This is an optimization exercise on Yosys and OpenROAD, whose aim is small area, a short achievable clock period and few clock cycles per item, not a production implementation. RTL that was checked went through simulation tests only; none was proved equivalent to the original.

==> inputs of branch fjord <==
Design Convolution_without_pipeline, start of the top module:
module Convolution_without_pipeline(
    clk, rst_n, in_valid,
    In_IFM_1, In_IFM_2, In_IFM_3, In_IFM_4, In_IFM_5, In_IFM_6, In_IFM_7, In_IFM_8, In_IFM_9,
    In_Weight_1, In_Weight_2, In_Weight_3, In_Weight_4, In_Weight_5, In_Weight_6, In_Weight_7, In_Weight_8, In_Weight_9,
    out_valid, Out_OFM
    );
==> flow/config.mk <==
export PLATFORM = sky130hd
export DESIGN_NAME = Convolution_without_pipeline
export DESIGN_NICKNAME = Convolution_without_pipeline
export VERILOG_FILES = /design/flow/design.v
export SDC_FILE = /design/flow/constraint.sdc
export NUM_CORES = 4
export LEC_CHECK = 0
export CAP_MARGIN = 20
export CORE_MARGIN = 2
export CORE_UTILIZATION = 55
export GPL_ROUTABILITY_DRIVEN = 0
export SETUP_SLACK_MARGIN = 4.3
export SLEW_MARGIN = 20
export SYNTH_HIERARCHICAL = 1
export SYNTH_MINIMUM_KEEP_SIZE = 0
==> flow/constraint.sdc <==
create_clock -name core_clock -period 10.0 [get_ports {clk}]
set_input_delay 2.0000 -clock core_clock [delete_from_list [all_inputs] [get_ports {clk}]]
set_output_delay 2.0000 -clock core_clock [all_outputs]
set_load 0.01 [all_outputs]
standard.sh (not shown) runs the stock make flow with config.mk's settings and CLKGATE_MAP_FILE= SYNTH_SCRIPT=/design/flow/synth_recipe.tcl, a recipe that flattens the netlist after the stock synthesis.
==> flow/flow/run.sh <==
#!/bin/bash
# Own flow: the standard flow (standard.sh) with its synthesis unchanged.
# The layout steps only differ in two ways:
#  * the delay cells (clkdlybuf4s*, dlygate*, dlymetal*) are not used, so the
#    port buffers and the resizer use ordinary buffers instead;
#  * buffer_ports uses buf_2 for the port buffers.
set -euo pipefail
bash standard.sh synth > synth.log 2>&1
PLATFORM_DONT_USE="sky130_fd_sc_hd__probe_p_8 sky130_fd_sc_hd__probec_p_8 sky130_fd_sc_hd__lpflow_bleeder_1 sky130_fd_sc_hd__lpflow_clkbufkapwr_1 sky130_fd_sc_hd__lpflow_clkbufkapwr_16 sky130_fd_sc_hd__lpflow_clkbufkapwr_2 sky130_fd_sc_hd__lpflow_clkbufkapwr_4 sky130_fd_sc_hd__lpflow_clkbufkapwr_8 sky130_fd_sc_hd__lpflow_clkinvkapwr_1 sky130_fd_sc_hd__lpflow_clkinvkapwr_16 sky130_fd_sc_hd__lpflow_clkinvkapwr_2 sky130_fd_sc_hd__lpflow_clkinvkapwr_4 sky130_fd_sc_hd__lpflow_clkinvkapwr_8 sky130_fd_sc_hd__lpflow_decapkapwr_12 sky130_fd_sc_hd__lpflow_decapkapwr_3 sky130_fd_sc_hd__lpflow_decapkapwr_4 sky130_fd_sc_hd__lpflow_decapkapwr_6 sky130_fd_sc_hd__lpflow_decapkapwr_8 sky130_fd_sc_hd__lpflow_inputiso0n_1 sky130_fd_sc_hd__lpflow_inputiso0p_1 sky130_fd_sc_hd__lpflow_inputiso1n_1 sky130_fd_sc_hd__lpflow_inputiso1p_1 sky130_fd_sc_hd__lpflow_inputisolatch_1 sky130_fd_sc_hd__lpflow_isobufsrc_1 sky130_fd_sc_hd__lpflow_isobufsrc_16 sky130_fd_sc_hd__lpflow_isobufsrc_2 sky130_fd_sc_hd__lpflow_isobufsrc_4 sky130_fd_sc_hd__lpflow_isobufsrc_8 sky130_fd_sc_hd__lpflow_isobufsrckapwr_16 sky130_fd_sc_hd__lpflow_lsbuf_lh_hl_isowell_tap_1 sky130_fd_sc_hd__lpflow_lsbuf_lh_hl_isowell_tap_2 sky130_fd_sc_hd__lpflow_lsbuf_lh_hl_isowell_tap_4 sky130_fd_sc_hd__lpflow_lsbuf_lh_isowell_4 sky130_fd_sc_hd__lpflow_lsbuf_lh_isowell_tap_1 sky130_fd_sc_hd__lpflow_lsbuf_lh_isowell_tap_2 sky130_fd_sc_hd__lpflow_lsbuf_lh_isowell_tap_4"
DELAY_CELLS="sky130_fd_sc_hd__clkdlybuf4s15_1 sky130_fd_sc_hd__clkdlybuf4s15_2 sky130_fd_sc_hd__clkdlybuf4s18_1 sky130_fd_sc_hd__clkdlybuf4s18_2 sky130_fd_sc_hd__clkdlybuf4s25_1 sky130_fd_sc_hd__clkdlybuf4s25_2 sky130_fd_sc_hd__clkdlybuf4s50_1 sky130_fd_sc_hd__clkdlybuf4s50_2 sky130_fd_sc_hd__dlygate4sd1_1 sky130_fd_sc_hd__dlygate4sd2_1 sky130_fd_sc_hd__dlygate4sd3_1 sky130_fd_sc_hd__dlymetal6s2s_1 sky130_fd_sc_hd__dlymetal6s4s_1 sky130_fd_sc_hd__dlymetal6s6s_1"
bash standard.sh "DONT_USE_CELLS=$PLATFORM_DONT_USE $DELAY_CELLS" \
  "BUFFER_PORTS_ARGS=-buffer_cell sky130_fd_sc_hd__buf_2" finish > layout.log 2>&1
==> inputs of branch xenon, as changes to branch fjord <==
CORE_UTILIZATION = 65   (was 55)
SETUP_SLACK_MARGIN = 4.4   (was 4.3)
==> inputs of branch violet, as changes to branch fjord <==
CORE_UTILIZATION = 40   (was 55)
SETUP_SLACK_MARGIN = 4.5   (was 4.3)
==> flow_summary.yaml <==
global_routing:
  grt_pass1_wl_mm: 76.37
final_layout:
  nets: 2182
  clockNetworkAreaShare_pct: 0.9999
  fin_cells: 2019
detailed_routing:
  met3_length_mm: 4.496
  drtIter0Drc: 1141
  routed_wl_mm: 49.50
worst_setup_path:
  slowest_delay_ns: 0.51
status:
  status: "complete, no violations"
die:
  rows: 74
clocking:
  cts_repair_resize_count: 40
Source of the figures above: branch violet

==> flow_summary.yaml <==
status:
  status: "complete, no violations"
final_layout:
  clockNetworkAreaShare_pct: 0.8570
  flops_and_latches: 55
  fin_cells: 1866
  stdcell_area_um2: 16500
  nets: 2171
  largest_cell_class: "multi-input gates"
worst_setup_path:
  slowest_delay_ns: 0.46
  startpoint: "r_c135$_DFF_P_"
  cp-end-kind: "primary output"
die:
  core_area_um2: 29720
  rows: 63
  initial_core_util_pct: 56.03
clocking:
  cts_max_level: 2
  clk_pin_slew_ns: 0.07
  cts_repair_resize_count: 8
detailed_routing:
  wl_met1_mm: 17.56
global_routing:
  grt_pass1_wl_mm: 70.08
Source of the figures above: branch fjord

==> flow_summary.yaml <==
logic_synthesis:
  postSynthNetCount: 2150
  synth-xor-area-share_pct: 1.315
global_routing:
  grt_pass1_wl_mm: 68.41
detailed_routing:
  met3_length_mm: 4.377
  drtIter0Drc: 1062
  routedWlPerCell_um: 25.20
  routed_wl_mm: 45.54
die:
  rows: 58
clocking:
  clk_pin_slew_ns: 0.09
  cts_repair_resize_count: 13
worst_setup_path:
  slowest_delay_ns: 0.46
status:
  status: "complete, no violations"
Source of the figures above: branch xenon

Testbench counts of branch fjord, summed over its fixed seeds: cycles 3,208, items 3,200.
Testbench counts of branch xenon, summed over its fixed seeds: cycles 3,208, items 3,200.
Testbench counts of branch violet, summed over its fixed seeds: cycles 3,208, items 3,200.


==> run a <==
Convolution_without_pipeline, a different RTL version from the one above (not shown whole).
export LEC_CHECK = 0
export CAP_MARGIN = 20
export CORE_MARGIN = 2
export CORE_UTILIZATION = 40
export SETUP_SLACK_MARGIN = 4.5
export SLEW_MARGIN = 20
export SYNTH_HIERARCHICAL = 1
export SYNTH_MINIMUM_KEEP_SIZE = 0
create_clock -name core_clock -period 10.0 [get_ports {clk}]
Scripts as last shown in full above: flow/flow/run.sh
==> run b (differences from run a) <==
--- a/flow/design.v
+++ b/flow/design.v
@@ -1209,68 +1209,69 @@
 fa3 u_fa491 (.a(c454), .b(c455), .c(s489), .s(s492), .co(c492));
 fa3 u_fa517 (.a(s515), .b(c489), .c(c490), .s(s518), .co(c518));
 fa3 u_fa534 (.a(c515), .b(c516), .c(s533), .s(s535), .co(c535));
 fa3 u_fa518 (.a(s516), .b(c491), .c(s517), .s(s519), .co(c519));
 fa3 u_fa542 (.a(s541), .b(c533), .c(s542), .s(s543), .co(c543));
 fa3 u_fa492 (.a(c456), .b(s490), .c(c457), .s(s493), .co(c493));
 fa3 u_fa309 (.a(c246), .b(s306), .c(c247), .s(s310), .co(c310));
-fa3 u_fa136 (.a(s135), .b(c93), .c(s136), .s(s137), .co(c137));
 fa3 u_fa188 (.a(c135), .b(s187), .c(c136), .s(s189), .co(c189));
 fa3 u_fa249 (.a(c187), .b(s247), .c(s248), .s(s250), .co(c250));
 fa3 u_fa310 (.a(s307), .b(s308), .c(c248), .s(s311), .co(c311));
 fa3 u_fa367 (.a(s364), .b(c309), .c(s365), .s(s368), .co(c368));
 fa3 u_fa417 (.a(c365), .b(s415), .c(c366), .s(s418), .co(c418));
 fa3 u_fa459 (.a(c415), .b(s457), .c(c416), .s(s460), .co(c460));
-fa3 u_fa418 (.a(c367), .b(s416), .c(s417), .s(s419), .co(c419));
-fa3 u_fa460 (.a(s458), .b(c417), .c(s459), .s(s461), .co(c461));
 fa3 u_fa493 (.a(s491), .b(c458), .c(s492), .s(s494), .co(c494));
 fa3 u_fa535 (.a(c517), .b(s534), .c(c518), .s(s536), .co(c536));
 fa3 u_fa543 (.a(c534), .b(c535), .c(s543), .s(s544), .co(c544));
 fa3 u_fa546 (.a(c542), .b(s546), .c(c543), .s(s547), .co(c547));
 fa3 u_fa519 (.a(c492), .b(s518), .c(c493), .s(s520), .co(c520));
-fa3 u_fa311 (.a(s309), .b(c249), .c(s310), .s(s312), .co(c312));
-fa3 u_fa368 (.a(c310), .b(s366), .c(s367), .s(s369), .co(c369));
-reg r_s4, r_s13, r_s14, r_s32, r_c32, r_s58, r_s93, r_s137, r_c137, r_s188, r_c188, r_s189;
-reg r_c189, r_s249, r_s250, r_c250, r_s311, r_c311, r_s312, r_c312, r_s368, r_c368, r_s369, r_c369;
-reg r_s418, r_c418, r_s419, r_c419, r_c459, r_s460, r_c460, r_s461, r_c461, r_s493, r_s494, r_c494;
-reg r_s519, r_c519, r_s520, r_c520, r_s535, r_s536, r_c536, r_s544, r_c544, r_c546, r_s547, r_c547;
+reg r_s4, r_s13, r_s14, r_s32, r_c32, r_s58, r_s93, r_c93, r_s135, r_s136, r_s188, r_c188;
+reg r_s189, r_c189, r_s249, r_c249, r_s250, r_c250, r_s309, r_s310, r_c310, r_s311, r_c311, r_s366;
+reg r_s367, r_c367, r_s368, r_c368, r_s416, r_s417, r_c417, r_s418, r_c418, r_s458, r_s459, r_c459;
+reg r_s460, r_c460, r_s493, r_s494, r_c494, r_s519, r_c519, r_s520, r_c520, r_s535, r_s536, r_c536;
+reg r_s544, r_c544, r_c546, r_s547, r_c547;
 always @(posedge clk) begin
     r_s4 <= s4;
     r_s13 <= s13;
     r_s14 <= s14;
     r_s32 <= s32;
     r_c32 <= c32;
     r_s58 <= s58;
     r_s93 <= s93;
-    r_s137 <= s137;
-    r_c137 <= c137;
+    r_c93 <= c93;
+    r_s135 <= s135;
+    r_s136 <= s136;
     r_s188 <= s188;
     r_c188 <= c188;
     r_s189 <= s189;
     r_c189 <= c189;
     r_s249 <= s249;
+    r_c249 <= c249;
     r_s250 <= s250;
     r_c250 <= c250;
+    r_s309 <= s309;
+    r_s310 <= s310;
+    r_c310 <= c310;
     r_s311 <= s311;
     r_c311 <= c311;
-    r_s312 <= s312;
-    r_c312 <= c312;
+    r_s366 <= s366;
+    r_s367 <= s367;
+    r_c367 <= c367;
     r_s368 <= s368;
     r_c368 <= c368;
-    r_s369 <= s369;
-    r_c369 <= c369;
+    r_s416 <= s416;
+    r_s417 <= s417;
+    r_c417 <= c417;
     r_s418 <= s418;
     r_c418 <= c418;
-    r_s419 <= s419;
-    r_c419 <= c419;
+    r_s458 <= s458;
+    r_s459 <= s459;
     r_c459 <= c459;
     r_s460 <= s460;
     r_c460 <= c460;
-    r_s461 <= s461;
-    r_c461 <= c461;
     r_s493 <= s493;
     r_s494 <= s494;
     r_c494 <= c494;
     r_s519 <= s519;
     r_c519 <= c519;
     r_s520 <= s520;
     r_c520 <= c520;
@@ -1291,53 +1292,58 @@
 xnor2m u_xn566 (.a(r_s32), .b(n551_0), .y(n567_0));
 invm u_in567 (.a(r_s32), .y(n568_0));
 invm u_in570 (.a(r_s32), .y(n571_0));
 xor2m u_xo551 (.a(r_c32), .b(r_s58), .y(n552_0));
 nor2m u_no552 (.a(r_c32), .b(r_s58), .y(n553_0));
 nand2m u_na568 (.a(n568_0), .b(n551_0), .y(n569_0));
 nand2m u_na571 (.a(n552_0), .b(n571_0), .y(n572_0));
+fa3 u_fa136 (.a(r_s135), .b(r_c93), .c(r_s136), .s(s137), .co(c137));
+fa3 u_fa418 (.a(r_c367), .b(r_s416), .c(r_s417), .s(s419), .co(c419));
+fa3 u_fa460 (.a(r_s458), .b(r_c417), .c(r_s459), .s(s461), .co(c461));
 xnor2m u_xn569 (.a(n552_0), .b(n569_0), .y(n570_0));
+fa3 u_fa311 (.a(r_s309), .b(r_c249), .c(r_s310), .s(s312), .co(c312));
+fa3 u_fa368 (.a(r_c310), .b(r_s366), .c(r_s367), .s(s369), .co(c369));
 invm u_in572 (.a(n572_0), .y(n573_0));
 invm u_in579 (.a(n572_0), .y(n580_0));
-nor2m u_no577 (.a(r_s137), .b(r_s93), .y(n578_0));
-fa3 u_fa189 (.a(r_s188), .b(r_s189), .c(r_c137), .s(s190), .co(c190));
+nor2m u_no577 (.a(s137), .b(r_s93), .y(n578_0));
+fa3 u_fa189 (.a(r_s188), .b(r_s189), .c(c137), .s(s190), .co(c190));
 fa3 u_fa250 (.a(r_c188), .b(r_s249), .c(r_c189), .s(s251), .co(c251));
 fa3 u_fa494 (.a(r_c459), .b(r_s493), .c(r_c460), .s(s495), .co(c495));
-fa3 u_fa461 (.a(r_c418), .b(r_s460), .c(r_c419), .s(s462), .co(c462));
+fa3 u_fa461 (.a(r_c418), .b(r_s460), .c(c419), .s(s462), .co(c462));
 fa3 u_fa536 (.a(r_s535), .b(r_c519), .c(r_s536), .s(s537), .co(c537));
 fa3 u_fa520 (.a(r_s519), .b(r_c494), .c(r_s520), .s(s521), .co(c521));
-fa3 u_fa312 (.a(r_c250), .b(r_s311), .c(r_s312), .s(s313), .co(c313));
-fa3 u_fa369 (.a(r_c311), .b(r_s368), .c(r_c312), .s(s370), .co(c370));
-fa3 u_fa419 (.a(r_c368), .b(r_s418), .c(r_c369), .s(s420), .co(c420));
+fa3 u_fa312 (.a(r_c250), .b(r_s311), .c(s312), .s(s313), .co(c313));
+fa3 u_fa369 (.a(r_c311), .b(r_s368), .c(c312), .s(s370), .co(c370));
+fa3 u_fa419 (.a(r_c368), .b(r_s418), .c(c369), .s(s420), .co(c420));
 a21oim u_a2573 (.a(n553_0), .b(n573_0), .c(n551_0), .y(n574_0));
 nand2m u_na578 (.a(n578_0), .b(n553_0), .y(n579_0));
 nand2m u_na580 (.a(n578_0), .b(n580_0), .y(n581_0));
 invm u_in584 (.a(s190), .y(n585_0));
 fa3 u_fa251 (.a(r_s250), .b(s251), .c(c190), .s(s252), .co(c252));
-fa3 u_fa495 (.a(r_s494), .b(r_c461), .c(s495), .s(s496), .co(c496));
+fa3 u_fa495 (.a(r_s494), .b(c461), .c(s495), .s(s496), .co(c496));
 fa3 u_fa544 (.a(r_c536), .b(r_s544), .c(c537), .s(s545), .co(c545));
 fa3 u_fa537 (.a(r_c520), .b(s537), .c(c521), .s(s538), .co(c538));
-fa3 u_fa370 (.a(r_s369), .b(c313), .c(s370), .s(s371), .co(c371));
-fa3 u_fa420 (.a(r_s419), .b(c370), .c(s420), .s(s421), .co(c421));
-fa3 u_fa462 (.a(r_s461), .b(c420), .c(s462), .s(s463), .co(c463));
+fa3 u_fa370 (.a(s369), .b(c313), .c(s370), .s(s371), .co(c371));
+fa3 u_fa420 (.a(s419), .b(c370), .c(s420), .s(s421), .co(c421));
+fa3 u_fa462 (.a(s461), .b(c420), .c(s462), .s(s463), .co(c463));
 xor2m u_xo574 (.a(r_s93), .b(n574_0), .y(n575_0));
 nor2m u_no575 (.a(r_s93), .b(n574_0), .y(n576_0));
 o21aim u_o2582 (.a(n579_0), .b(n581_0), .c(n582_0), .y(n583_0));
 nor2m u_no587 (.a(s252), .b(s190), .y(n588_0));
 fa3 u_fa313 (.a(c251), .b(s313), .c(c252), .s(s314), .co(c314));
 fa3 u_fa521 (.a(c495), .b(s521), .c(c496), .s(s522), .co(c522));
 fa3 u_fa547 (.a(r_c544), .b(r_s547), .c(c545), .s(s548), .co(c548));
 xor2m u_xo563 (.a(c538), .b(s545), .y(n564_0));
 nor2m u_no564 (.a(c538), .b(s545), .y(n565_0));
 xor2m u_xo555 (.a(c371), .b(s421), .y(n556_0));
 nor2m u_no556 (.a(c371), .b(s421), .y(n557_0));
 xor2m u_xo557 (.a(c421), .b(s463), .y(n558_0));
 nor2m u_no558 (.a(c421), .b(s463), .y(n559_0));
 fa3 u_fa496 (.a(c462), .b(s496), .c(c463), .s(s497), .co(c497));
-xnor2m u_xn576 (.a(r_s137), .b(n576_0), .y(n577_0));
+xnor2m u_xn576 (.a(s137), .b(n576_0), .y(n577_0));
 xnor2m u_xn583 (.a(s190), .b(n583_0), .y(n584_0));
 nand2m u_na585 (.a(n585_0), .b(n583_0), .y(n586_0));
 invm u_in627 (.a(n583_0), .y(n628_0));
 nand2m u_na588 (.a(n588_0), .b(n578_0), .y(n589_0));
 invm u_in591 (.a(s314), .y(n592_0));
 invm u_in594 (.a(s314), .y(n595_0));
 xor2m u_xo553 (.a(c314), .b(s371), .y(n554_0));
SETUP_SLACK_MARGIN = 4.4   (was 4.5)
TNS_END_PERCENT = 0   (was unset)
==> run c (differences from run a) <==
--- a/flow/design.v
+++ b/flow/design.v
@@ -1209,68 +1209,69 @@
 fa3 u_fa491 (.a(c454), .b(c455), .c(s489), .s(s492), .co(c492));
 fa3 u_fa517 (.a(s515), .b(c489), .c(c490), .s(s518), .co(c518));
 fa3 u_fa534 (.a(c515), .b(c516), .c(s533), .s(s535), .co(c535));
 fa3 u_fa518 (.a(s516), .b(c491), .c(s517), .s(s519), .co(c519));
 fa3 u_fa542 (.a(s541), .b(c533), .c(s542), .s(s543), .co(c543));
 fa3 u_fa492 (.a(c456), .b(s490), .c(c457), .s(s493), .co(c493));
 fa3 u_fa309 (.a(c246), .b(s306), .c(c247), .s(s310), .co(c310));
-fa3 u_fa136 (.a(s135), .b(c93), .c(s136), .s(s137), .co(c137));
 fa3 u_fa188 (.a(c135), .b(s187), .c(c136), .s(s189), .co(c189));
 fa3 u_fa249 (.a(c187), .b(s247), .c(s248), .s(s250), .co(c250));
 fa3 u_fa310 (.a(s307), .b(s308), .c(c248), .s(s311), .co(c311));
 fa3 u_fa367 (.a(s364), .b(c309), .c(s365), .s(s368), .co(c368));
 fa3 u_fa417 (.a(c365), .b(s415), .c(c366), .s(s418), .co(c418));
 fa3 u_fa459 (.a(c415), .b(s457), .c(c416), .s(s460), .co(c460));
-fa3 u_fa418 (.a(c367), .b(s416), .c(s417), .s(s419), .co(c419));
-fa3 u_fa460 (.a(s458), .b(c417), .c(s459), .s(s461), .co(c461));
 fa3 u_fa493 (.a(s491), .b(c458), .c(s492), .s(s494), .co(c494));
 fa3 u_fa535 (.a(c517), .b(s534), .c(c518), .s(s536), .co(c536));
 fa3 u_fa543 (.a(c534), .b(c535), .c(s543), .s(s544), .co(c544));
 fa3 u_fa546 (.a(c542), .b(s546), .c(c543), .s(s547), .co(c547));
 fa3 u_fa519 (.a(c492), .b(s518), .c(c493), .s(s520), .co(c520));
-fa3 u_fa311 (.a(s309), .b(c249), .c(s310), .s(s312), .co(c312));
-fa3 u_fa368 (.a(c310), .b(s366), .c(s367), .s(s369), .co(c369));
-reg r_s4, r_s13, r_s14, r_s32, r_c32, r_s58, r_s93, r_s137, r_c137, r_s188, r_c188, r_s189;
-reg r_c189, r_s249, r_s250, r_c250, r_s311, r_c311, r_s312, r_c312, r_s368, r_c368, r_s369, r_c369;
-reg r_s418, r_c418, r_s419, r_c419, r_c459, r_s460, r_c460, r_s461, r_c461, r_s493, r_s494, r_c494;
-reg r_s519, r_c519, r_s520, r_c520, r_s535, r_s536, r_c536, r_s544, r_c544, r_c546, r_s547, r_c547;
+reg r_s4, r_s13, r_s14, r_s32, r_c32, r_s58, r_s93, r_c93, r_s135, r_s136, r_s188, r_c188;
+reg r_s189, r_c189, r_s249, r_c249, r_s250, r_c250, r_s309, r_s310, r_c310, r_s311, r_c311, r_s366;
+reg r_s367, r_c367, r_s368, r_c368, r_s416, r_s417, r_c417, r_s418, r_c418, r_s458, r_s459, r_c459;
+reg r_s460, r_c460, r_s493, r_s494, r_c494, r_s519, r_c519, r_s520, r_c520, r_s535, r_s536, r_c536;
+reg r_s544, r_c544, r_c546, r_s547, r_c547;
 always @(posedge clk) begin
     r_s4 <= s4;
     r_s13 <= s13;
     r_s14 <= s14;
     r_s32 <= s32;
     r_c32 <= c32;
     r_s58 <= s58;
     r_s93 <= s93;
-    r_s137 <= s137;
-    r_c137 <= c137;
+    r_c93 <= c93;
+    r_s135 <= s135;
+    r_s136 <= s136;
     r_s188 <= s188;
     r_c188 <= c188;
     r_s189 <= s189;
     r_c189 <= c189;
     r_s249 <= s249;
+    r_c249 <= c249;
     r_s250 <= s250;
     r_c250 <= c250;
+    r_s309 <= s309;
+    r_s310 <= s310;
+    r_c310 <= c310;
     r_s311 <= s311;
     r_c311 <= c311;
-    r_s312 <= s312;
-    r_c312 <= c312;
+    r_s366 <= s366;
+    r_s367 <= s367;
+    r_c367 <= c367;
     r_s368 <= s368;
     r_c368 <= c368;
-    r_s369 <= s369;
-    r_c369 <= c369;
+    r_s416 <= s416;
+    r_s417 <= s417;
+    r_c417 <= c417;
     r_s418 <= s418;
     r_c418 <= c418;
-    r_s419 <= s419;
-    r_c419 <= c419;
+    r_s458 <= s458;
+    r_s459 <= s459;
     r_c459 <= c459;
     r_s460 <= s460;
     r_c460 <= c460;
-    r_s461 <= s461;
-    r_c461 <= c461;
     r_s493 <= s493;
     r_s494 <= s494;
     r_c494 <= c494;
     r_s519 <= s519;
     r_c519 <= c519;
     r_s520 <= s520;
     r_c520 <= c520;
@@ -1291,53 +1292,58 @@
 xnor2m u_xn566 (.a(r_s32), .b(n551_0), .y(n567_0));
 invm u_in567 (.a(r_s32), .y(n568_0));
 invm u_in570 (.a(r_s32), .y(n571_0));
 xor2m u_xo551 (.a(r_c32), .b(r_s58), .y(n552_0));
 nor2m u_no552 (.a(r_c32), .b(r_s58), .y(n553_0));
 nand2m u_na568 (.a(n568_0), .b(n551_0), .y(n569_0));
 nand2m u_na571 (.a(n552_0), .b(n571_0), .y(n572_0));
+fa3 u_fa136 (.a(r_s135), .b(r_c93), .c(r_s136), .s(s137), .co(c137));
+fa3 u_fa418 (.a(r_c367), .b(r_s416), .c(r_s417), .s(s419), .co(c419));
+fa3 u_fa460 (.a(r_s458), .b(r_c417), .c(r_s459), .s(s461), .co(c461));
 xnor2m u_xn569 (.a(n552_0), .b(n569_0), .y(n570_0));
+fa3 u_fa311 (.a(r_s309), .b(r_c249), .c(r_s310), .s(s312), .co(c312));
+fa3 u_fa368 (.a(r_c310), .b(r_s366), .c(r_s367), .s(s369), .co(c369));
 invm u_in572 (.a(n572_0), .y(n573_0));
 invm u_in579 (.a(n572_0), .y(n580_0));
-nor2m u_no577 (.a(r_s137), .b(r_s93), .y(n578_0));
-fa3 u_fa189 (.a(r_s188), .b(r_s189), .c(r_c137), .s(s190), .co(c190));
+nor2m u_no577 (.a(s137), .b(r_s93), .y(n578_0));
+fa3 u_fa189 (.a(r_s188), .b(r_s189), .c(c137), .s(s190), .co(c190));
 fa3 u_fa250 (.a(r_c188), .b(r_s249), .c(r_c189), .s(s251), .co(c251));
 fa3 u_fa494 (.a(r_c459), .b(r_s493), .c(r_c460), .s(s495), .co(c495));
-fa3 u_fa461 (.a(r_c418), .b(r_s460), .c(r_c419), .s(s462), .co(c462));
+fa3 u_fa461 (.a(r_c418), .b(r_s460), .c(c419), .s(s462), .co(c462));
 fa3 u_fa536 (.a(r_s535), .b(r_c519), .c(r_s536), .s(s537), .co(c537));
 fa3 u_fa520 (.a(r_s519), .b(r_c494), .c(r_s520), .s(s521), .co(c521));
-fa3 u_fa312 (.a(r_c250), .b(r_s311), .c(r_s312), .s(s313), .co(c313));
-fa3 u_fa369 (.a(r_c311), .b(r_s368), .c(r_c312), .s(s370), .co(c370));
-fa3 u_fa419 (.a(r_c368), .b(r_s418), .c(r_c369), .s(s420), .co(c420));
+fa3 u_fa312 (.a(r_c250), .b(r_s311), .c(s312), .s(s313), .co(c313));
+fa3 u_fa369 (.a(r_c311), .b(r_s368), .c(c312), .s(s370), .co(c370));
+fa3 u_fa419 (.a(r_c368), .b(r_s418), .c(c369), .s(s420), .co(c420));
 a21oim u_a2573 (.a(n553_0), .b(n573_0), .c(n551_0), .y(n574_0));
 nand2m u_na578 (.a(n578_0), .b(n553_0), .y(n579_0));
 nand2m u_na580 (.a(n578_0), .b(n580_0), .y(n581_0));
 invm u_in584 (.a(s190), .y(n585_0));
 fa3 u_fa251 (.a(r_s250), .b(s251), .c(c190), .s(s252), .co(c252));
-fa3 u_fa495 (.a(r_s494), .b(r_c461), .c(s495), .s(s496), .co(c496));
+fa3 u_fa495 (.a(r_s494), .b(c461), .c(s495), .s(s496), .co(c496));
 fa3 u_fa544 (.a(r_c536), .b(r_s544), .c(c537), .s(s545), .co(c545));
 fa3 u_fa537 (.a(r_c520), .b(s537), .c(c521), .s(s538), .co(c538));
-fa3 u_fa370 (.a(r_s369), .b(c313), .c(s370), .s(s371), .co(c371));
-fa3 u_fa420 (.a(r_s419), .b(c370), .c(s420), .s(s421), .co(c421));
-fa3 u_fa462 (.a(r_s461), .b(c420), .c(s462), .s(s463), .co(c463));
+fa3 u_fa370 (.a(s369), .b(c313), .c(s370), .s(s371), .co(c371));
+fa3 u_fa420 (.a(s419), .b(c370), .c(s420), .s(s421), .co(c421));
+fa3 u_fa462 (.a(s461), .b(c420), .c(s462), .s(s463), .co(c463));
 xor2m u_xo574 (.a(r_s93), .b(n574_0), .y(n575_0));
 nor2m u_no575 (.a(r_s93), .b(n574_0), .y(n576_0));
 o21aim u_o2582 (.a(n579_0), .b(n581_0), .c(n582_0), .y(n583_0));
 nor2m u_no587 (.a(s252), .b(s190), .y(n588_0));
 fa3 u_fa313 (.a(c251), .b(s313), .c(c252), .s(s314), .co(c314));
 fa3 u_fa521 (.a(c495), .b(s521), .c(c496), .s(s522), .co(c522));
 fa3 u_fa547 (.a(r_c544), .b(r_s547), .c(c545), .s(s548), .co(c548));
 xor2m u_xo563 (.a(c538), .b(s545), .y(n564_0));
 nor2m u_no564 (.a(c538), .b(s545), .y(n565_0));
 xor2m u_xo555 (.a(c371), .b(s421), .y(n556_0));
 nor2m u_no556 (.a(c371), .b(s421), .y(n557_0));
 xor2m u_xo557 (.a(c421), .b(s463), .y(n558_0));
 nor2m u_no558 (.a(c421), .b(s463), .y(n559_0));
 fa3 u_fa496 (.a(c462), .b(s496), .c(c463), .s(s497), .co(c497));
-xnor2m u_xn576 (.a(r_s137), .b(n576_0), .y(n577_0));
+xnor2m u_xn576 (.a(s137), .b(n576_0), .y(n577_0));
 xnor2m u_xn583 (.a(s190), .b(n583_0), .y(n584_0));
 nand2m u_na585 (.a(n585_0), .b(n583_0), .y(n586_0));
 invm u_in627 (.a(n583_0), .y(n628_0));
 nand2m u_na588 (.a(n588_0), .b(n578_0), .y(n589_0));
 invm u_in591 (.a(s314), .y(n592_0));
 invm u_in594 (.a(s314), .y(n595_0));
 xor2m u_xo553 (.a(c314), .b(s371), .y(n554_0));
PLACE_DENSITY = 0.75   (was unset)
==> summary of the runs <==
Critical path depth: run c is higher than run b (1).
In die area, run b and run c do not differ.
Maximum frequency, highest first: run a, run c, run b.
Run c ran to the end with no violations. Run b completed with no timing, DRC or antenna violations. Run a went through all stages and came out clean.
Global-route usage: run b is lower than run c (0.10 points).
In run a the hold slack is lower than in run b, by 0.0044 ns.
The highest sequential share of layout area belongs to run b, the lowest to run a.
==> figures <==
item	run b	run a	run c
Area of the placeable core	0.04092 mm²	0.04083 mm²	0.04092 mm²
Number of non-clock buffers	170	170	193
Relative slew slack	64.21%	66.12%	64.63%
Cell count along the critical path	13	12	14
Die span in y	208.1 µm	207.4 µm	208.1 µm
Netlist area before placement	0.01666 mm²	0.01656 mm²	0.01666 mm²
Flop and latch count out of synthesis	54	49	54
Number of instances in the placed design	1,994	1,989	1,994
Chip width	208.1 µm	207.4 µm	208.1 µm
Via count of the first global-routing pass	11,664	11,832	12,398
Run status	complete, no violations	complete, no violations	complete, no violations
Synthesized netlist net count	2,156	2,151	2,156
Sequential fraction of total cell area	6.493%	5.603%	6.314%
Simple logic cell fraction of the synthesized area	13.98%	14.06%	13.98%
Fill cell count	4,013	3,907	3,911
Testbench counts of run b, summed over its fixed seeds: cycles 3,208, items 3,200.
Testbench counts of run c, summed over its fixed seeds: cycles 3,208, items 3,200.
The RTL of run a was laid out without a check of its function.

re-timing with driven ports:
No port has a modelled driver above. Below, the same layouts with a new extraction and two added sets of constraints. Step 1 assumes that a clkbuf_16 drives the clock port and a buf_2 every other input. Step 2 also shifts input and output timing later by t, the mid clock arrival at the registers, as if the neighbouring blocks saw the same clock. a / b / c = ideal / step 1 / step 2; a / b = the first two.
| run | shift t [ns] | slack for setup (ns) | hold WS [ns] |
|---|---|---|---|
| branch fjord | 0.350 | 4.466 / 4.423 / 4.141 | 1.445 / 1.430 / 1.781 |
| branch xenon | 0.360 | 4.494 / 4.446 / 4.158 | 1.435 / 1.409 / 1.769 |
| branch violet | 0.355 | 4.494 / 4.445 / 4.228 | 1.442 / 1.413 / 1.768 |
| run a | 0.352 | 4.537 / 4.488 / 4.190 | 1.450 / 1.424 / 1.776 |
| run b | 0.345 | 4.386 / 4.339 / 4.051 | 1.455 / 1.430 / 1.775 |
| run c | 0.361 | 4.414 / 4.366 / 4.183 | 1.432 / 1.409 / 1.770 |
After both steps every run listed still meets setup and hold. For run a, which loses most, drivers alone change the setup slack by -0.049 ns; drivers and shift together by -0.347 ns.
